What follows belongs to an exercise in optimizing a design on an open flow for small area; a production flow would make more cautious choices. At most, simulation tests tie the RTL to the original design; equivalence was not proved. The RTL of run 2 was laid out without a check of its function. Power figures rest on the tool's default switching activity, not on a simulated workload.

--- design/flow/standard.sh ---
#!/bin/bash
# synth_recipe.tcl (not shown) runs the flow's synth.tcl, then flattens the netlist and writes it again
# the make line also repeats each setting of config.mk as NAME=value (left out here)
make -C /OpenROAD-flow-scripts/flow DESIGN_CONFIG=/design/flow/config.mk WORK_HOME=/design/flow/orfs CLKGATE_MAP_FILE= SYNTH_SCRIPT=/design/flow/synth_recipe.tcl "${@:-finish}"
--- design/flow/design.v ---
package OmpSsManager;
    localparam ENTRY_VALID_OFFSET = 63;
    localparam ENTRY_VALID_BYTE_OFFSET = 56;
    localparam DESTID_L = 40;
    localparam DESTID_H = 47;
    localparam COMPF_L = 32;
    localparam COMPF_H = 39;
    localparam CMD_TYPE_L = 0;
    localparam CMD_TYPE_H = 7;
    localparam NUM_ARGS_OFFSET = 8;
    localparam NUM_DEPS_OFFSET = 16;
    localparam NUM_COPS_OFFSET = 24;
    localparam TASK_SEQ_ID_L = 32;
    localparam TASK_SEQ_ID_H = 63;
    localparam EXEC_TASK_CODE_BYTE = 8'h1;
    localparam EXEC_TASK_CODE = 4'h1;
    localparam SETUP_HW_INST_CODE = 4'h2;
    localparam EXEC_PERI_TASK_CODE = 4'h5;
    localparam CMD_LOCK_CODE = 8'h04;
    localparam CMD_UNLOCK_CODE = 8'h06;
    localparam ARG_FLAG_L = 0;
    localparam ARG_FLAG_H = 7;
    localparam ARG_IDX_L = 32;
    localparam ARG_IDX_H = 35;
    localparam DEFAULT_ARG_FLAGS = 2'b11;
    localparam INSTREAM_COMPONENTS_L = 0;
    localparam INSTREAM_COMPONENTS_H = 31;
    localparam TYPE_B = 32;
    localparam ACK_REJECT_CODE = 8'h00;
    localparam ACK_OK_CODE = 8'h01;
    localparam ACK_FINAL_CODE = 8'h02;
    localparam HWR_CMDOUT_ID_BYTE = 8'h0;
    localparam HWR_CMDOUT_ID = 2'h0;
    localparam HWR_LOCK_ID = 2'h1;
    localparam HWR_NEWTASK_ID = 2'h2;
    localparam HWR_TASKWAIT_ID = 2'h3;
    localparam CMD_NEWTASK_ARCHBITS_FPGA_B = 32;  
    localparam CMD_NEWTASK_ARCHBITS_SMP_B = 33;  
    localparam SCHED_ARCHBITS_BITS = 2;
    localparam CMD_NEWTASK_ARCHBITS_L = 32;  
    localparam CMD_NEWTASK_ARCHBITS_H = 33;  
    localparam SCHED_TASKTYPE_BITS = 32;
    localparam CMD_NEWTASK_TASKTYPE_L = 0;  
    localparam CMD_NEWTASK_TASKTYPE_H = 31;  
    localparam SCHED_INSNUM_BITS = 8;
    localparam SCHED_INSNUM_ANY = 8'hFF;  
    localparam CMD_NEWTASK_INSNUM_L = 40;  
    localparam CMD_NEWTASK_INSNUM_H = 47;  
    localparam LOCK_ID_BITS = 8;
    localparam LOCK_ID_L = 8;
    localparam LOCK_ID_H = 15;
    localparam NDBGREGS = 2;
    typedef struct packed {
        logic [31:0] copy_in_opt;
        logic [31:0] copy_out_opt;
    } DbgRegs_t;
endpackage
module Command_In_copy_opt #(
    parameter SUBQUEUE_BITS = 6
) (
    input  clk,
    input  rstn,
    output logic [SUBQUEUE_BITS-1:0] cmdin_queue_addr,
    output logic cmdin_queue_en,
    output logic cmdin_queue_we,
    output logic [7:0] cmdin_queue_din,
    input  [63:0] cmdin_queue_dout,
    input  nz_args,
    input  start,
    output reg finished,
    input  [SUBQUEUE_BITS-1:0] first_idx,
    input  [SUBQUEUE_BITS-1:0] first_next_idx,
    input  exec_task
);
    typedef enum bit [2:0] {
        IDLE,
        READ_ARG_0,
        READ_ARG_1,
        READ_FLAG_0,
        READ_FLAG_1,
        WRITE_FLAG_0,
        WRITE_FLAG_1
    } State_t;
    State_t state;
    reg [SUBQUEUE_BITS-1:0] val_idx;
    reg [SUBQUEUE_BITS-1:0] nval_idx;
    reg [63:0] arg;         
    reg [1:0] flag_d;       
    wire [2:0] flag = {arg[7], arg[5], arg[4]};
    wire copyflag_bit = flag[0] & !flag_d[1] & !flag_d[0];
    wire next_side = state == READ_ARG_1 || state == READ_FLAG_1 || state == WRITE_FLAG_1;
    wire [SUBQUEUE_BITS-1:0] base_idx = next_side ? nval_idx : val_idx;
    wire last_arg = val_idx + 1'b1 == first_next_idx;
    always_comb begin
        cmdin_queue_en = state != IDLE;
        cmdin_queue_we = state == WRITE_FLAG_0 || state == WRITE_FLAG_1;
        cmdin_queue_addr = base_idx - (state != READ_ARG_0 && state != READ_ARG_1);
        cmdin_queue_din = arg[7:0];
        if (state == WRITE_FLAG_1) begin
            cmdin_queue_din[7] = !copyflag_bit & flag[0];
            cmdin_queue_din[5] = flag[1];
            cmdin_queue_din[4] = copyflag_bit;
        end else begin
            cmdin_queue_din[5] = flag[1] & !cmdin_queue_dout[5];
        end
    end
    always_ff @(posedge clk) begin
        finished <= 0;
        arg <= cmdin_queue_dout;
        flag_d <= {flag[2], flag[0]};
        case (state)
            IDLE: begin
                val_idx <= first_idx + (exec_task ? 6'd4 : 6'd5);
                nval_idx <= first_next_idx + (exec_task ? 6'd4 : 6'd5);
                if (start) begin
                    if (nz_args) begin
                        state <= READ_ARG_0;
                    end else begin
                        finished <= 1;
                    end
                end
            end
            READ_ARG_0: begin
                state <= READ_ARG_1;
            end
            READ_ARG_1: begin
                state <= READ_FLAG_0;
            end
            READ_FLAG_0: begin
                if (arg == cmdin_queue_dout) begin
                    state <= READ_FLAG_1;
                end else if (last_arg) begin
                    state <= IDLE;
                    finished <= 1;
                end else begin
                    state <= READ_ARG_0;
                    val_idx <= val_idx + 6'd2;
                    nval_idx <= nval_idx + 6'd2;
                end
            end
            READ_FLAG_1: begin
                state <= WRITE_FLAG_0;
            end
            WRITE_FLAG_0: begin
                state <= WRITE_FLAG_1;
            end
            WRITE_FLAG_1: begin
                val_idx <= val_idx + 6'd2;
                nval_idx <= nval_idx + 6'd2;
                if (last_arg) begin
                    state <= IDLE;
                    finished <= 1;
                end else begin
                    state <= READ_ARG_0;
                end
            end
            default: begin
            end
        endcase
        if (!rstn) begin
            state <= IDLE;
        end
    end
endmodule
import OmpSsManager::*;
module Command_In #(
    parameter MAX_ACCS = 16,
    parameter ACC_BITS = $clog2(MAX_ACCS),
    parameter SUBQUEUE_BITS = 6
) (
    input clk,
    input rstn,
    output logic [31:0] cmdin_queue_addr,
    output logic cmdin_queue_en,
    output logic [7:0] cmdin_queue_we,
    output logic [63:0] cmdin_queue_din,
    input  [63:0] cmdin_queue_dout,
    output [63:0] outStream_TDATA,
    output outStream_TVALID,
    input  outStream_TREADY,
    output [ACC_BITS-1:0] outStream_TDEST,
    output outStream_TLAST,
    input [ACC_BITS-1:0] acc_avail_wr_address,
    input acc_avail_wr
);
    typedef enum bit [3:0] {
        IDLE,
        GET_QUEUE_IDX,
        ISSUE_CMD_READ,
        CHECK_CMD_QUEUE,
        READ_NEXT_CMD,
        CHECK_NEXT_CMD,
        WAIT_COPY_OPT,
        SEND_CMD,
        CLEAR_HEADER,
        UPDATE_QUEUE_NEMPTY
    } State_t;
    State_t state;
    localparam ENTRY_BITS = SUBQUEUE_BITS+2;
    reg [MAX_ACCS-1:0][ENTRY_BITS-1:0] ring;
    reg first_lap;  
    reg [MAX_ACCS-1:0] acc_avail;
    reg acc_avail_reg;
    reg [ACC_BITS-1:0] acc_id;
    reg nz_args;
    reg exec_task;   
    reg setup_cmd;   
    reg [SUBQUEUE_BITS-1:0] first_next_idx;
    reg [SUBQUEUE_BITS-1:0] cmd_in_idx;
    wire [SUBQUEUE_BITS-1:0] subqueue_idx_cur = ring[0][SUBQUEUE_BITS-1:0];
    wire front_sent_cur = ring[0][SUBQUEUE_BITS];  
    wire copy_optimized_cur = ring[0][SUBQUEUE_BITS+1];  
    wire [5:0] cmdin_task_num_slots = (cmdin_queue_dout[3:0] == EXEC_TASK_CODE ? 6'd3 : 6'd4) + {1'b0, cmdin_queue_dout[NUM_ARGS_OFFSET+3:NUM_ARGS_OFFSET], 1'b0};
    wire [SUBQUEUE_BITS-1:0] copy_opt_addr;
    wire copy_opt_en;
    wire copy_opt_we;
    wire [7:0] copy_opt_din;
    reg copy_opt_start;
    wire copy_opt_finished;
    Command_In_copy_opt #(
        .SUBQUEUE_BITS(SUBQUEUE_BITS)
    ) copy_opt (
        .clk(clk),
        .rstn(rstn),
        .cmdin_queue_addr(copy_opt_addr),
        .cmdin_queue_en(copy_opt_en),
        .cmdin_queue_we(copy_opt_we),
        .cmdin_queue_din(copy_opt_din),
        .cmdin_queue_dout(cmdin_queue_dout),
        .nz_args(nz_args),
        .start(copy_opt_start),
        .finished(copy_opt_finished),
        .first_idx(subqueue_idx_cur),
        .first_next_idx(first_next_idx),
        .exec_task(exec_task)
    );
    assign outStream_TDEST = acc_id;
    assign outStream_TDATA = cmdin_queue_dout;
    assign outStream_TLAST = setup_cmd ? (cmd_in_idx[0] == subqueue_idx_cur[0]) : (cmd_in_idx == first_next_idx);
    assign outStream_TVALID = state == SEND_CMD;
    wire wait_opt = state == WAIT_COPY_OPT && !copy_opt_finished;
    always_comb begin
        cmdin_queue_addr = 32'd0;
        cmdin_queue_addr[3 + SUBQUEUE_BITS+ACC_BITS-1:3 + SUBQUEUE_BITS] = acc_id;
        cmdin_queue_addr[3 + SUBQUEUE_BITS-1:3] = cmd_in_idx;
        if (state == READ_NEXT_CMD) cmdin_queue_addr[3 + SUBQUEUE_BITS-1:3] = first_next_idx;
        if (state == CLEAR_HEADER) cmdin_queue_addr[3 + SUBQUEUE_BITS-1:3] = subqueue_idx_cur;
        if (wait_opt) cmdin_queue_addr[3 + SUBQUEUE_BITS-1:3] = copy_opt_addr;
        cmdin_queue_en = state == ISSUE_CMD_READ || state == READ_NEXT_CMD || state == CHECK_NEXT_CMD || state == CLEAR_HEADER
                      || (state == SEND_CMD && outStream_TREADY) || (state == WAIT_COPY_OPT && (copy_opt_finished || copy_opt_en));
        cmdin_queue_we = 8'd0;
        cmdin_queue_we[7] = (state == SEND_CMD && !outStream_TLAST) || state == CLEAR_HEADER;
        cmdin_queue_we[0] = wait_opt && copy_opt_we;
        cmdin_queue_din = {56'd0, copy_opt_din};
    end
    always_ff @(posedge clk) begin
        if (state == IDLE) begin
            for (int i = 1; i < MAX_ACCS-1; i = i+1) begin
                ring[i] <= ring[i+1];
            end
            ring[MAX_ACCS-1] <= ring[0];
            ring[0] <= first_lap ? {ENTRY_BITS{1'b0}} : ring[1];
            if (acc_id == MAX_ACCS-2) begin
                first_lap <= 1'b0;
            end
        end
        if (state == CLEAR_HEADER) begin
            ring[0] <= {2'b00, cmd_in_idx};
        end
        if (state == UPDATE_QUEUE_NEMPTY) begin
            ring[0][SUBQUEUE_BITS] <= 1'b1;
        end
        if (state == WAIT_COPY_OPT) begin
            ring[0][SUBQUEUE_BITS+1] <= 1'b1;
        end
        if (!rstn) begin
            first_lap <= 1'b1;
        end
    end
    wire next_valid_task = cmdin_queue_dout[ENTRY_VALID_OFFSET] && cmdin_queue_dout[0];
    always_ff @(posedge clk) begin
        copy_opt_start <= 0;
        case (state)
            IDLE: begin
                acc_id <= acc_id + 1'b1;
                state <= GET_QUEUE_IDX;
            end
            GET_QUEUE_IDX: begin
                acc_avail_reg <= acc_avail[acc_id];
                cmd_in_idx <= subqueue_idx_cur;
                if (!acc_avail[acc_id] && (!front_sent_cur || copy_optimized_cur)) begin
                    state <= IDLE;
                end else begin
                    state <= ISSUE_CMD_READ;
                end
            end
            ISSUE_CMD_READ: begin
                state <= CHECK_CMD_QUEUE;
            end
            CHECK_CMD_QUEUE: begin
                setup_cmd <= cmdin_queue_dout[3:0] == SETUP_HW_INST_CODE;
                exec_task <= cmdin_queue_dout[3:0] == EXEC_TASK_CODE;
                nz_args <= cmdin_queue_dout[NUM_ARGS_OFFSET+3:NUM_ARGS_OFFSET] != 0;
                first_next_idx <= cmd_in_idx + cmdin_task_num_slots;
                if (cmdin_queue_dout[ENTRY_VALID_OFFSET]) begin
                    state <= READ_NEXT_CMD;
                end else begin
                    state <= IDLE;
                end
            end
            READ_NEXT_CMD: begin
                if (front_sent_cur) begin
                    cmd_in_idx <= first_next_idx;
                end
                state <= CHECK_NEXT_CMD;
            end
            CHECK_NEXT_CMD, WAIT_COPY_OPT: begin
                if (state == CHECK_NEXT_CMD && !copy_optimized_cur && !setup_cmd && next_valid_task) begin
                    copy_opt_start <= 1;
                    state <= WAIT_COPY_OPT;
                end else if (state == CHECK_NEXT_CMD || copy_opt_finished) begin
                    if (!front_sent_cur) begin
                        cmd_in_idx <= cmd_in_idx + 1'b1;
                        state <= SEND_CMD;
                    end else if (acc_avail_reg) begin
                        state <= CLEAR_HEADER;
                    end else begin
                        state <= IDLE;
                    end
                end
            end
            SEND_CMD: begin
                if (outStream_TREADY) begin
                    if (outStream_TLAST) begin
                        if (setup_cmd) begin
                            state <= CLEAR_HEADER;
                        end else begin
                            state <= UPDATE_QUEUE_NEMPTY;
                        end
                    end else begin
                        cmd_in_idx <= cmd_in_idx + 1'b1;
                    end
                end
            end
            CLEAR_HEADER: begin
                state <= IDLE;
            end
            UPDATE_QUEUE_NEMPTY: begin
                acc_avail[acc_id] <= 0;
                state <= IDLE;
            end
            default: begin
            end
        endcase
        if (acc_avail_wr) begin
            acc_avail[acc_avail_wr_address] <= 1;
        end
        if (!rstn) begin
            state <= IDLE;
            acc_avail <= {MAX_ACCS{1'b1}};
            acc_id <= {ACC_BITS{1'b1}};
        end
    end
endmodule
import OmpSsManager::*;
module Command_Out #(
    parameter MAX_ACCS = 16,
    parameter ACC_BITS = $clog2(MAX_ACCS),
    parameter SUBQUEUE_BITS = 6
) (
    input clk,
    input rstn,
    output [31:0] cmdout_queue_addr,
    output cmdout_queue_en,
    output [7:0] cmdout_queue_we,
    output [63:0] cmdout_queue_din,
    input  [63:0] cmdout_queue_dout,
    input  [63:0] inStream_TDATA,
    input  inStream_TVALID,
    output inStream_TREADY,
    input  [ACC_BITS-1:0] inStream_TID,
    output reg [ACC_BITS-1:0] acc_id,
    output reg acc_avail_wr
);
    reg [2:0] st;
    wire r_READ_HEADER = st == 3'b000;
    wire r_READ_TID = st == 3'b001;
    wire r_READ_PTID = st == 3'b011;
    wire r_CMD_OUT_WAIT = st == 3'b010;
    wire r_WRITE_TID = st == 3'b110;
    wire r_WRITE_HEADER = st == 3'b100;
    reg [SUBQUEUE_BITS-2:0] wIdx_mem[MAX_ACCS];
    wire [SUBQUEUE_BITS-2:0] wIdx = wIdx_mem[acc_id];
    reg [62:0] task_id;  
    assign cmdout_queue_addr[31:3 + SUBQUEUE_BITS+ACC_BITS] = 0;
    assign cmdout_queue_addr[3 + SUBQUEUE_BITS+ACC_BITS-1:3 + SUBQUEUE_BITS] = acc_id;
    assign cmdout_queue_addr[3 + SUBQUEUE_BITS-1:4] = wIdx;
    assign cmdout_queue_addr[3] = st[2] & st[1];  
    assign cmdout_queue_addr[2:0] = 0;
    assign cmdout_queue_en = st[1] | st[2];
    assign cmdout_queue_we = {8{st[2]}};
    assign cmdout_queue_din[63] = !st[1];
    assign cmdout_queue_din[62:56] = st[1] ? task_id[62:56] : 7'd0;
    assign cmdout_queue_din[55:8] = task_id[55:8];
    assign cmdout_queue_din[7:0] = st[1] ? task_id[7:0] : 8'h03;
    assign inStream_TREADY = !st[2] & (st[0] | !st[1]);
    wire [SUBQUEUE_BITS-2:0] wIdx_wdata = (wIdx + 1'b1) & {(SUBQUEUE_BITS-1){rstn}};
    always_ff @(posedge clk) begin
        for (int i = 0; i < MAX_ACCS; i = i+1) begin
            if (!rstn || (r_WRITE_HEADER && acc_id == i)) begin
                wIdx_mem[i] <= wIdx_wdata;
            end
        end
    end
    always_ff @(posedge clk) begin
        acc_avail_wr <= r_READ_HEADER & inStream_TVALID;
        if (r_READ_HEADER) begin
            acc_id <= inStream_TID;
        end
        if (r_READ_TID) begin
            task_id <= inStream_TDATA[62:0];
        end
        case (st)
            3'b000: if (inStream_TVALID) st <= 3'b001;
            3'b001: if (inStream_TVALID) st <= 3'b011;
            3'b011: if (inStream_TVALID) st <= 3'b010;
            3'b010: if (!cmdout_queue_dout[ENTRY_VALID_OFFSET]) st <= 3'b110;
            3'b110: st <= 3'b100;
            3'b100: st <= 3'b000;
            default: st <= 3'b000;
        endcase
        if (!rstn) begin
            st <= 3'b000;
        end
    end
endmodule
module PicosOmpSsManager #(
    parameter MAX_ACCS = 16,
    parameter MAX_ACC_CREATORS = 16,
    parameter MAX_ACC_TYPES = 16,
    parameter CMDIN_SUBQUEUE_LEN = 64,
    parameter CMDOUT_SUBQUEUE_LEN = 64,
    parameter SPAWNIN_QUEUE_LEN = 1024,
    parameter SPAWNOUT_QUEUE_LEN = 1024,
    parameter LOCK_SUPPORT = 0,
    parameter ENABLE_SPAWN_QUEUES = 0,
    parameter AXILITE_INTF = 0,
    parameter ENABLE_TASK_CREATION = 0,
    parameter DBG_AVAIL_COUNT_EN = 0,
    parameter DBG_AVAIL_COUNT_W = 1,
    parameter [MAX_ACC_TYPES*8-1:0]  SCHED_COUNT = 0,
    parameter [MAX_ACC_TYPES*8-1:0]  SCHED_ACCID = 0,
    parameter [MAX_ACC_TYPES*32-1:0] SCHED_TTYPE = 0,
    parameter MAX_ARGS_PER_TASK = 15,
    parameter MAX_DEPS_PER_TASK = 8,
    parameter MAX_COPS_PER_TASK = 15,
    localparam ACC_BITS = $clog2(MAX_ACCS)
) (
    input  clk,
    input  rstn,
    input  cmdout_in_tvalid,
    output cmdout_in_tready,
    input  [ACC_BITS-1:0] cmdout_in_tid,
    input  [63:0] cmdout_in_tdata,
    output cmdin_out_tvalid,
    input  cmdin_out_tready,
    output [ACC_BITS-1:0] cmdin_out_tdest,
    output [63:0] cmdin_out_tdata,
    output cmdin_out_tlast,
    output cmdin_queue_en,
    output [7:0] cmdin_queue_we,
    output [31:0] cmdin_queue_addr,
    output [63:0] cmdin_queue_din,
    input  [63:0] cmdin_queue_dout,
    output cmdout_queue_en,
    output [7:0] cmdout_queue_we,
    output [31:0] cmdout_queue_addr,
    output [63:0] cmdout_queue_din,
    input  [63:0] cmdout_queue_dout
);
    localparam CMDIN_SUBQUEUE_BITS = $clog2(CMDIN_SUBQUEUE_LEN);
    localparam CMDOUT_SUBQUEUE_BITS = $clog2(CMDOUT_SUBQUEUE_LEN);
    wire Command_Out_acc_avail_wr;
    wire [ACC_BITS-1:0] Command_Out_acc_id;
    Command_In #(
        .MAX_ACCS(MAX_ACCS),
        .SUBQUEUE_BITS(CMDIN_SUBQUEUE_BITS)
    ) Command_In_I (
        .clk(clk),
        .rstn(rstn),
        .cmdin_queue_addr(cmdin_queue_addr),
        .cmdin_queue_en(cmdin_queue_en),
        .cmdin_queue_we(cmdin_queue_we),
        .cmdin_queue_din(cmdin_queue_din),
        .cmdin_queue_dout(cmdin_queue_dout),
        .outStream_TDATA(cmdin_out_tdata),
        .outStream_TVALID(cmdin_out_tvalid),
        .outStream_TREADY(cmdin_out_tready),
        .outStream_TDEST(cmdin_out_tdest),
        .outStream_TLAST(cmdin_out_tlast),
        .acc_avail_wr_address(Command_Out_acc_id),
        .acc_avail_wr(Command_Out_acc_avail_wr)
    );
    Command_Out #(
        .MAX_ACCS(MAX_ACCS),
        .SUBQUEUE_BITS(CMDOUT_SUBQUEUE_BITS)
    ) Command_Out_I (
        .clk(clk),
        .rstn(rstn),
        .cmdout_queue_addr(cmdout_queue_addr),
        .cmdout_queue_en(cmdout_queue_en),
        .cmdout_queue_we(cmdout_queue_we),
        .cmdout_queue_din(cmdout_queue_din),
        .cmdout_queue_dout(cmdout_queue_dout),
        .inStream_TDATA(cmdout_in_tdata),
        .inStream_TVALID(cmdout_in_tvalid),
        .inStream_TREADY(cmdout_in_tready),
        .inStream_TID(cmdout_in_tid),
        .acc_id(Command_Out_acc_id),
        .acc_avail_wr(Command_Out_acc_avail_wr)
    );
endmodule
--- design/flow/constraint.sdc ---
create_clock -name core_clock -period 6.0 [get_ports {clk}]
set_input_delay 1.2000 -clock core_clock [delete_from_list [all_inputs] [get_ports {clk}]]
set_output_delay 1.2000 -clock core_clock [all_outputs]
set_load 0.01 [all_outputs]
--- design/flow/config.mk ---
export PLATFORM = sky130hd
export DESIGN_NAME = PicosOmpSsManager
export DESIGN_NICKNAME = PicosOmpSsManager
export VERILOG_FILES = /design/flow/design.v
export SDC_FILE = /design/flow/constraint.sdc
export NUM_CORES = 4
export LEC_CHECK = 0
export CAP_MARGIN = 20
export CORE_MARGIN = 2
export CORE_UTILIZATION = 40
export PLACE_DENSITY = 0.6
export SLEW_MARGIN = 20
--- design/flow/flow/run.sh ---
#!/bin/bash
# Standard ORFS layout with three changes:
#  - port buffers use the smallest buffer cell (buf_1);
#  - one tie cell drives all constant outputs (no tie fan-out repair);
#  - clock tree from clkbuf_4 in small sink clusters, without dummy loads.
set -euo pipefail
export BUFFER_PORTS_ARGS="-buffer_cell sky130_fd_sc_hd__buf_1"
export SKIP_REPAIR_TIE_FANOUT=1
export CTS_ARGS="-sink_clustering_enable -repair_clock_nets -buf_list sky130_fd_sc_hd__clkbuf_4 -sink_clustering_size 10 -sink_clustering_max_diameter 50 -dont_use_dummy_load"
bash standard.sh "BUFFER_PORTS_ARGS=$BUFFER_PORTS_ARGS" SKIP_REPAIR_TIE_FANOUT=1 "CTS_ARGS=$CTS_ARGS" finish > standard.log 2>&1
==> flow_summary_export.csv, run 1 <==
group,metric,value,unit
drt,first_pass_iters,6,
worst_setup_path,reg2reg_to,"Command_Out_I.wIdx_mem[3][2]",
global_routing,grt_max_degree,128,
yosys,synthTopCellsByCount,"edfxtp_1 (301), buf_4 (238), dfxtp_1 (102), nand2_1 (83), nor2_1 (71)",
yosys,synth_cells,1451,
worst_setup_path,cpMaxStageDelayCell,"ha_1",
timing,slew_violations,0,
cells_and_area,fillers,4171,
run,cap_violations,0,
cts,path_clk_slew,100,ps
yosys,synth_top_family_by_area,"buffers and inverters",
power_and_ir_drop,ir_drop,0.4163,mV
global_routing,grt_pass1_wl,58760,um
cts,cts_made_buffers,48,
worst_setup_path,ff2ff_setup_slack,1910,ps
yosys,syn_avg_cell_area,12.46,um2
worst_hold_path,hold_path_end,"Command_In_I.ring[87]",
placement,placed_cells,2072,
placement,io_buffers,310,
timing,worst_slack,1258,ps
floorplan,initial_utilization,40.69,%
floorplan,core_area,44410,um2
cells_and_area,final_area,18450,um2
timing,finalHoldViolations,0,
yosys,yosysSeqAreaShare,61.31,%
yosys,muxShareOfSynthArea,1.613,%
yosys,synth_flop_cell,"edfxtp_1",
timing,tightest_slew,1171,ps
drt,viasPerCell,5.069,
global_routing,grtUsageTotal,15.94,%
cts,postCtsHoldBufs,0,
placement,post_dp_cell_area,18060,um2
cts,clock-root-buffer,"clkbuf_4",
timing,post-route-period-util,79.03,%
worst_setup_path,r2r_cells,10,
worst_hold_path,whs_path_depth,0,
floorplan,ios,481,
worst_setup_path,rr_startpoint,"Command_Out_I.acc_id[0]",
yosys,syn_nets,1684,
run_status,outcome,"timing/DRC/antenna clean",
yosys,synth.top_cell.area_share,50.01,%
placement,hpwl,26850,um
cts,ctsResizeCount,0,
power_and_ir_drop,leakagePower,6.315,nW
cts,cts_tree,"yes",
cts,clock_sinks,403,
drt,drtIter0Drc,938,
cts,clockBufferDepth,3,
yosys,ys_warn_count,4,
drt,ant_nets,0,
worst_setup_path,crit_chain,"inv_1 -> ha_1 -> a31oi_1 -> o21ai_0 -> o22ai_1 -> o221ai_1 -> o21a_1 -> buf_1",
global_routing,grt_overflow_total,0,
yosys,ys_types,72,
worst_hold_path,worstHoldPathType,"flip-flop to flip-flop",
floorplan,rows,77,
yosys,ys_top_cells_by_area,"edfxtp_1 (50%), dfxtp_1 (11%), buf_4 (9.9%)",
timing,rsz0062_at_grt,"false",
timing,fin_skew,69.35,ps
drt,wirelength,38470,um
worst_setup_path,end_kind,"primary output",
power_and_ir_drop,power_density,382.2,nW/um2
timing,finalCriticalPeriod,4742,ps
timing,relSlewSlack,21.13,%
worst_setup_path,cp.required,4800,ps
worst_setup_path,critPathMaxStageDelay,740,ps
timing,finalSetupTns,0,ps
floorplan,die_y,216.6,um
global_routing,antenna_found_initial,2,
cells_and_area,final_layout_size_suffix_gt1_share,4.905,%
floorplan,die_area,46900,um2
yosys,yosys.area_share.simple,9.124,%
cells_and_area,largest_reg_flops,128,
cts,htreeDepth,2,
worst_setup_path,critPathArrivalTime,3540,ps
yosys,netlist_area,18070,um2
cells_and_area,reg_top3,"Command_In_I.ring (128), Command_Out_I.wIdx_mem (80), Command_In_I.copy_opt.arg (64)",
drt,wire_per_inst,18.12,um
yosys,synthAdderAreaFrac,2.409,%
yosys,synth_seq_cells,403,
floorplan,die_x,216.6,um
placement,pre_cts_ws,1661,ps
global_routing,grt_pass1_vias,10560,
yosys,synth-edff-count,301,
timing,fmax,210.9,MHz
yosys,async_reset_ff_share,0,%
cells_and_area,area_growth,2.084,%
cells_and_area,regMostFlops,"Command_In_I.ring",
yosys,synth_top_area_cell,"edfxtp_1",
cells_and_area,nets,1764,
worst_setup_path,start_kind,"flip-flop",
worst_setup_path,worstPathMaxFanout,20,
worst_setup_path,critPathKind,"flip-flop to primary output",
yosys,synth-compound-area-share,8.654,%
placement,gp_congestion,0.8650,
drt,drcViolationCount,0,
cts,cts_setup_buffers,0,
timing,setup_viol,0,
yosys,synth_xor_area_share,4.943,%
cells_and_area,final_cells,2123,
cts,worstSkewPairLatency,750,ps
yosys,yosysMostFrequentCell,"edfxtp_1",
drt,vias,10760,
worst_hold_path,min_from,"Command_In_I.ring[95]",
## cells by family after synthesis
kind of cell,Yosys count
flops,403
buf+inv,330
simple gates,325
compound gates,235
xor+xnor,102
fa+ha+maj,33
mux,22
other cells,1
## final cells by class
| cell class | instances | area [um2] | area share (%) |
|---|---|---|---|
| repair buffers | 321 | 1260 | 6.829 |
| multi-input cells | 718 | 4857 | 26.33 |
| inverters | 39 | 146.4 | 0.7934 |
| diodes | 2 | 5.005 | 0.02713 |
| well taps | 592 | 740.7 | 4.015 |
| clock buffers | 48 | 360.3 | 1.953 |
| flip-flops and latches | 403 | 11080 | 60.06 |
## critical path: cells and delay by family, from the launching register on
kind	cells	cell delay, ps
DFF	1	510
buffers and inverters	2	340
adders and majority gates	1	740
AOI/OAI and AO/OA	5	1200
## power breakdown
part / switching, mW / leakage (nW) / internal [mW] / total, mW
Combinational: 0.926 / 2.26 / 0.529 / 1.45
Clock: 0.845 / 0.221 / 0.368 / 1.21
Sequential: 0.413 / 3.83 / 3.97 / 4.38
Total: 2.18 / 6.31 / 4.87 / 7.05
## layout by cell type (no fill, tap or decap), types with 9 or more instances in the layout
cell      Yosys  final
ha_1         30     30
nand4_1      25     25
buf_1         7    309
xor2_1       34     34
o21ai_0      69     68
nor3_1       18     18
nor2_1       71     70
edfxtp_1    301    301
nand2b_1     27     27
mux2i_1      16     16
a22oi_1      13     13
buf_4       238      9
nand3_1      20     20
nor4_1       14     14
a21o_1        9      9
clkbuf_4      0     49
and2_1       20     20
a21oi_1      42     42
nor2b_1      14     14
inv_1        38     38
o211ai_1     18     18
nand2_1      83     83
dfxtp_1     102    102
xnor2_1      68     68
## through the flow
step                total power, mW  hold WS, ps  util (%)
CTS                           7.148        386.5     41.49
detailed placement            5.899        371.7     40.67
global route                  7.475        401.5     41.54
global placement              5.864        368.4     40.67
finish                        7.052        393.0     41.54
floorplan                     5.490        362.5         -
## worst max path at each step
| stage | from | to | slack (ps) | cells after the start |
|---|---|---|---|---|
| finish | Command_Out_I.acc_id[0] | cmdout_queue_addr[4] | 1260 | 8 |
| global route | Command_Out_I.acc_id[0] | cmdout_queue_addr[4] | 1030 | 8 |
| CTS | Command_Out_I.acc_id[0] | cmdout_queue_addr[7] | 1240 | 7 |
| detailed placement | cmdin_queue_dout[0] | Command_In_I.first_next_idx[5] | 1660 | 10 |
| global placement | cmdin_queue_dout[0] | Command_In_I.first_next_idx[5] | 1830 | 10 |
| floorplan | Command_In_I.state[0] | Command_In_I.acc_id[3] | 1580 | 7 |
## routing by layer
layer  GRT usage, %  routed length (um)  vias up
met2          24.97               17830      339
met5              0                   0        -
met3          3.284                2431       86
met4          5.639                1009        0
li1               -                   -     5138
met1          21.97               17190     5199
==> inputs of run 2 (changes only) <==
--- a/design/flow/design.v
+++ b/design/flow/design.v
@@ -206,4 +206,5 @@
     reg exec_task;   
     reg setup_cmd;   
+    reg [SUBQUEUE_BITS-1:0] first_idx;
     reg [SUBQUEUE_BITS-1:0] first_next_idx;
     reg [SUBQUEUE_BITS-1:0] cmd_in_idx;
@@ -231,5 +232,5 @@
         .start(copy_opt_start),
         .finished(copy_opt_finished),
-        .first_idx(subqueue_idx_cur),
+        .first_idx(first_idx),
         .first_next_idx(first_next_idx),
         .exec_task(exec_task)
@@ -237,5 +238,5 @@
     assign outStream_TDEST = acc_id;
     assign outStream_TDATA = cmdin_queue_dout;
-    assign outStream_TLAST = setup_cmd ? (cmd_in_idx[0] == subqueue_idx_cur[0]) : (cmd_in_idx == first_next_idx);
+    assign outStream_TLAST = setup_cmd ? (cmd_in_idx[0] == first_idx[0]) : (cmd_in_idx == first_next_idx);
     assign outStream_TVALID = state == SEND_CMD;
     wire wait_opt = state == WAIT_COPY_OPT && !copy_opt_finished;
@@ -245,5 +246,5 @@
         cmdin_queue_addr[3 + SUBQUEUE_BITS-1:3] = cmd_in_idx;
         if (state == READ_NEXT_CMD) cmdin_queue_addr[3 + SUBQUEUE_BITS-1:3] = first_next_idx;
-        if (state == CLEAR_HEADER) cmdin_queue_addr[3 + SUBQUEUE_BITS-1:3] = subqueue_idx_cur;
+        if (state == CLEAR_HEADER) cmdin_queue_addr[3 + SUBQUEUE_BITS-1:3] = first_idx;
         if (wait_opt) cmdin_queue_addr[3 + SUBQUEUE_BITS-1:3] = copy_opt_addr;
         cmdin_queue_en = state == ISSUE_CMD_READ || state == READ_NEXT_CMD || state == CHECK_NEXT_CMD || state == CLEAR_HEADER
@@ -302,4 +303,5 @@
                 exec_task <= cmdin_queue_dout[3:0] == EXEC_TASK_CODE;
                 nz_args <= cmdin_queue_dout[NUM_ARGS_OFFSET+3:NUM_ARGS_OFFSET] != 0;
+                first_idx <= cmd_in_idx;
                 first_next_idx <= cmd_in_idx + cmdin_task_num_slots;
                 if (cmdin_queue_dout[ENTRY_VALID_OFFSET]) begin
==> run 2 against run 1 <==
  * Via count down 1.5%
  * First-iteration DRC count shrank 9.2%
  * Power fell by 17%
  * Non-clock buffer count up 1
  * Wire length grew 4.6%
  * Fmax decreased by 7.3%
  * Utilization barely moved
  * Sequential power fell by 15%
  * Clock power rose by 4%
  * Hold slack got worse by 90 ps
==> flow_summary_export.csv, run 2 <==
group,metric,value,unit
yosys,synth_flop_cell,"edfxtp_1",
worst_hold_path,worstHoldPathType,"flip-flop to flip-flop",
worst_setup_path,reg2reg_to,"Command_Out_I.wIdx_mem[4][2]",
floorplan,rows,77,
yosys,synth_seq_cells,409,
worst_setup_path,start_kind,"flip-flop",
worst_setup_path,ff2ff_setup_slack,1620,ps
worst_setup_path,critPathArrivalTime,3910,ps
yosys,synthTopCellsByCount,"edfxtp_1 (307), buf_4 (237), dfxtp_1 (102), o21ai_0 (70), xnor2_1 (66)",
global_routing,grt_overflow_total,0,
cts,htreeDepth,2,
cells_and_area,largest_reg_flops,128,
cts,clockBufferDepth,3,
yosys,muxShareOfSynthArea,1.767,%
global_routing,antenna_found_initial,3,
timing,post-route-period-util,85.22,%
run_status,outcome,"timing/DRC/antenna clean",
cts,cts_tree,"yes",
worst_setup_path,critPathKind,"flip-flop to primary output",
cells_and_area,regMostFlops,"Command_In_I.ring",
cts,worstSkewPairLatency,860,ps
yosys,syn_avg_cell_area,12.80,um2
cells_and_area,nets,1724,
yosys,syn_nets,1643,
drt,drcViolationCount,0,
cells_and_area,final_layout_size_suffix_gt1_share,5.641,%
placement,gp_congestion,0.9579,
yosys,synth_cells,1410,
timing,finalCriticalPeriod,5113,ps
worst_setup_path,end_kind,"primary output",
cts,cts_made_buffers,50,
timing,rsz0062_at_grt,"false",
drt,wire_per_inst,19.30,um
worst_setup_path,worstSetupStartpoint,"Command_Out_I.acc_id[0]",
power_and_ir_drop,ir_drop,0.1796,mV
worst_setup_path,r2r_cells,10,
yosys,synth.top_cell.area_share,51.06,%
drt,drtIter0Drc,852,
floorplan,core_area,44410,um2
yosys,ys_warn_count,4,
global_routing,grt_pass1_vias,10560,
yosys,ys_types,73,
floorplan,die_area,46850,um2
global_routing,grt_max_degree,107,
timing,finalHoldViolations,0,
cells_and_area,final_cell_mix,"buf_1 (309), edfxtp_1 (307), dfxtp_1 (102), o21ai_0 (70), xnor2_1 (66)",
yosys,synth_top_area_cell,"edfxtp_1",
cells_and_area,fillers,4171,
yosys,synth_top_family_by_area,"buffers and inverters",
yosys,synth-compound-area-share,8.469,%
drt,first_pass_iters,5,
power_and_ir_drop,leakagePower,6.302,nW
worst_hold_path,whs_path_depth,0,
yosys,synthAdderAreaFrac,2.412,%
timing,tightest_slew,1036,ps
yosys,synth-edff-count,307,
yosys,yosysSeqAreaShare,62.37,%
cells_and_area,reg_top3,"Command_In_I.ring (128), Command_Out_I.wIdx_mem (80), Command_In_I.copy_opt.arg (64)",
cts,cts_setup_buffers,0,
worst_setup_path,crit_end,"cmdout_queue_addr[6]",
global_routing,grt_pass1_wl,60870,um
floorplan,die_x,216.4,um
drt,viasPerCell,5.085,
worst_setup_path,worstPathMaxFanout,25,
cells_and_area,area_growth,2.162,%
drt,vias,10600,
worst_setup_path,rr_startpoint,"Command_Out_I.acc_id[0]",
power_and_ir_drop,total_power,5.851,mW
yosys,netlist_area,18050,um2
yosys,async_reset_ff_share,0,%
run,cap_violations,0,
timing,setup_viol,0,
drt,ant_nets,0,
cts,ctsResizeCount,0,
floorplan,ios,481,
placement,hpwl,28380,um
yosys,ys_top_cells_by_area,"edfxtp_1 (51%), dfxtp_1 (11%), buf_4 (9.9%)",
timing,slew_violations,0,
cts,clock-root-buffer,"clkbuf_4",
timing,relSlewSlack,30.23,%
yosys,yosys.area_share.simple,7.991,%
cts,path_clk_slew,100,ps
cells_and_area,layout_commonest_cell,"buf_1",
timing,fmax,195.6,MHz
worst_setup_path,cp.required,4800,ps
yosys,synth_xor_area_share,4.935,%
yosys,yosysMostFrequentCell,"edfxtp_1",
drt,wirelength,40220,um
floorplan,initial_utilization,40.65,%
floorplan,die_y,216.4,um
timing,fin_skew,183.4,ps
power_and_ir_drop,power_density,317.3,nW/um2
cts,postCtsHoldBufs,0,
cts,clock_sinks,409,
global_routing,grtUsageTotal,16.88,%
timing,finalSetupTns,0,ps
placement,io_buffers,310,
[run 2: worst max-delay path: stages, from the launching register on]
cell and delay [ps]:
edfxtp_1 570, inv_1 200, ha_1 870, o21ai_1 230
and2_1 270, a221oi_1 440, and2_1 230, inv_1 80
buf_1 150
[run 2: metal layers]
metal | global-route usage [%] | wire (um) | vias up
met4 | 7.580 | 1554 | 0
li1 | - | - | 4995
met2 | 28.04 | 19530 | 413
met3 | 3.747 | 2830 | 73
met1 | 21.11 | 16300 | 5117
met5 | 0 | 0 | -
[run 2: cell families (layout without fill, tap and decap cells)]
group | after synthesis | in the layout
other | 1 | 4
AOI/OAI and AO/OA | 233 | 233
and+or+nand+nor | 277 | 277
DFF | 409 | 409
buffers and inverters | 334 | 413
xor gates and xnor gates | 100 | 100
adders and majority gates | 33 | 33
muxes | 23 | 23
[run 2: area by class of cell]
type	instances	area (um2)	area share [%]
antenna	3	7.507	0.04070
clock buffer	50	375.4	2.035
inverter	41	153.9	0.8344
multi-input combinational	667	4651	25.22
sequential	409	11260	61.05
tap	592	740.7	4.016
timing repair buffer	322	1255	6.804
[run 2: where the power goes]
part	total, mW	internal (mW)	switching (mW)
registers	3.74	3.54	0.202
logic	0.851	0.284	0.567
clock network	1.26	0.382	0.875
total	5.85	4.21	1.64
[run 2: per-stage QoR]
stage	area (um2)	util, %	hold slack [ps]	setup WS (ps)	cells
2_1_floorplan	18060	-	362.5	1422	1410
6_report	18440	41.53	302.5	886.9	2084
4_1_cts	18420	41.47	315.2	822.4	2080
3_3_place_gp	18040	40.62	371.1	1746	2030
5_1_grt	18440	41.53	347.4	673.9	2084
3_5_place_dp	18040	40.62	372.3	1735	2030
[run 2: worst min-delay path by stage]
stage	from	end
after global placement	Command_In_I.copy_opt.arg[7]	Command_In_I.copy_opt.flag_d[1]
after detailed placement	Command_In_I.copy_opt.arg[7]	Command_In_I.copy_opt.flag_d[1]
after CTS	Command_In_I.ring[57]	Command_In_I.ring[49]
after global routing	Command_In_I.ring[57]	Command_In_I.ring[49]
final	Command_In_I.ring[57]	Command_In_I.ring[49]
after floorplan	Command_In_I.copy_opt.arg[7]	Command_In_I.copy_opt.flag_d[1]

[static timing again, ports no longer ideal]
In the flow no input, the clock included, has a driving cell. The finished layouts below were timed again as built, in two steps.
Step 1 (the two cells are an assumption about what drives the block):
set clk [get_ports {clk}]
set_driving_cell -lib_cell sky130_fd_sc_hd__clkbuf_16 $clk
set_driving_cell -lib_cell sky130_fd_sc_hd__buf_2 [delete_from_list [all_inputs] $clk]
Step 2 times the ports against the registers' clock, not the clock port: input delays grow and output delays shrink by t, the midpoint of the rising clock arrivals with the driver on.
Three values: no drivers, after step 1, after step 2; two values: the first two.
| run | t, ns | setup WS [ns] | slew at the worst register clock pin (ns) | worst slew at a driven data input, ns |
|---|---|---|---|---|
| run 1 | 0.762 | 1.258 / 1.207 / 1.912 | 0.12 / 0.12 | 0.10 |
| run 2 | 0.823 | 0.887 / 0.834 / 1.618 | 0.12 / 0.12 | 0.10 |
After both steps every run listed still meets setup and hold.
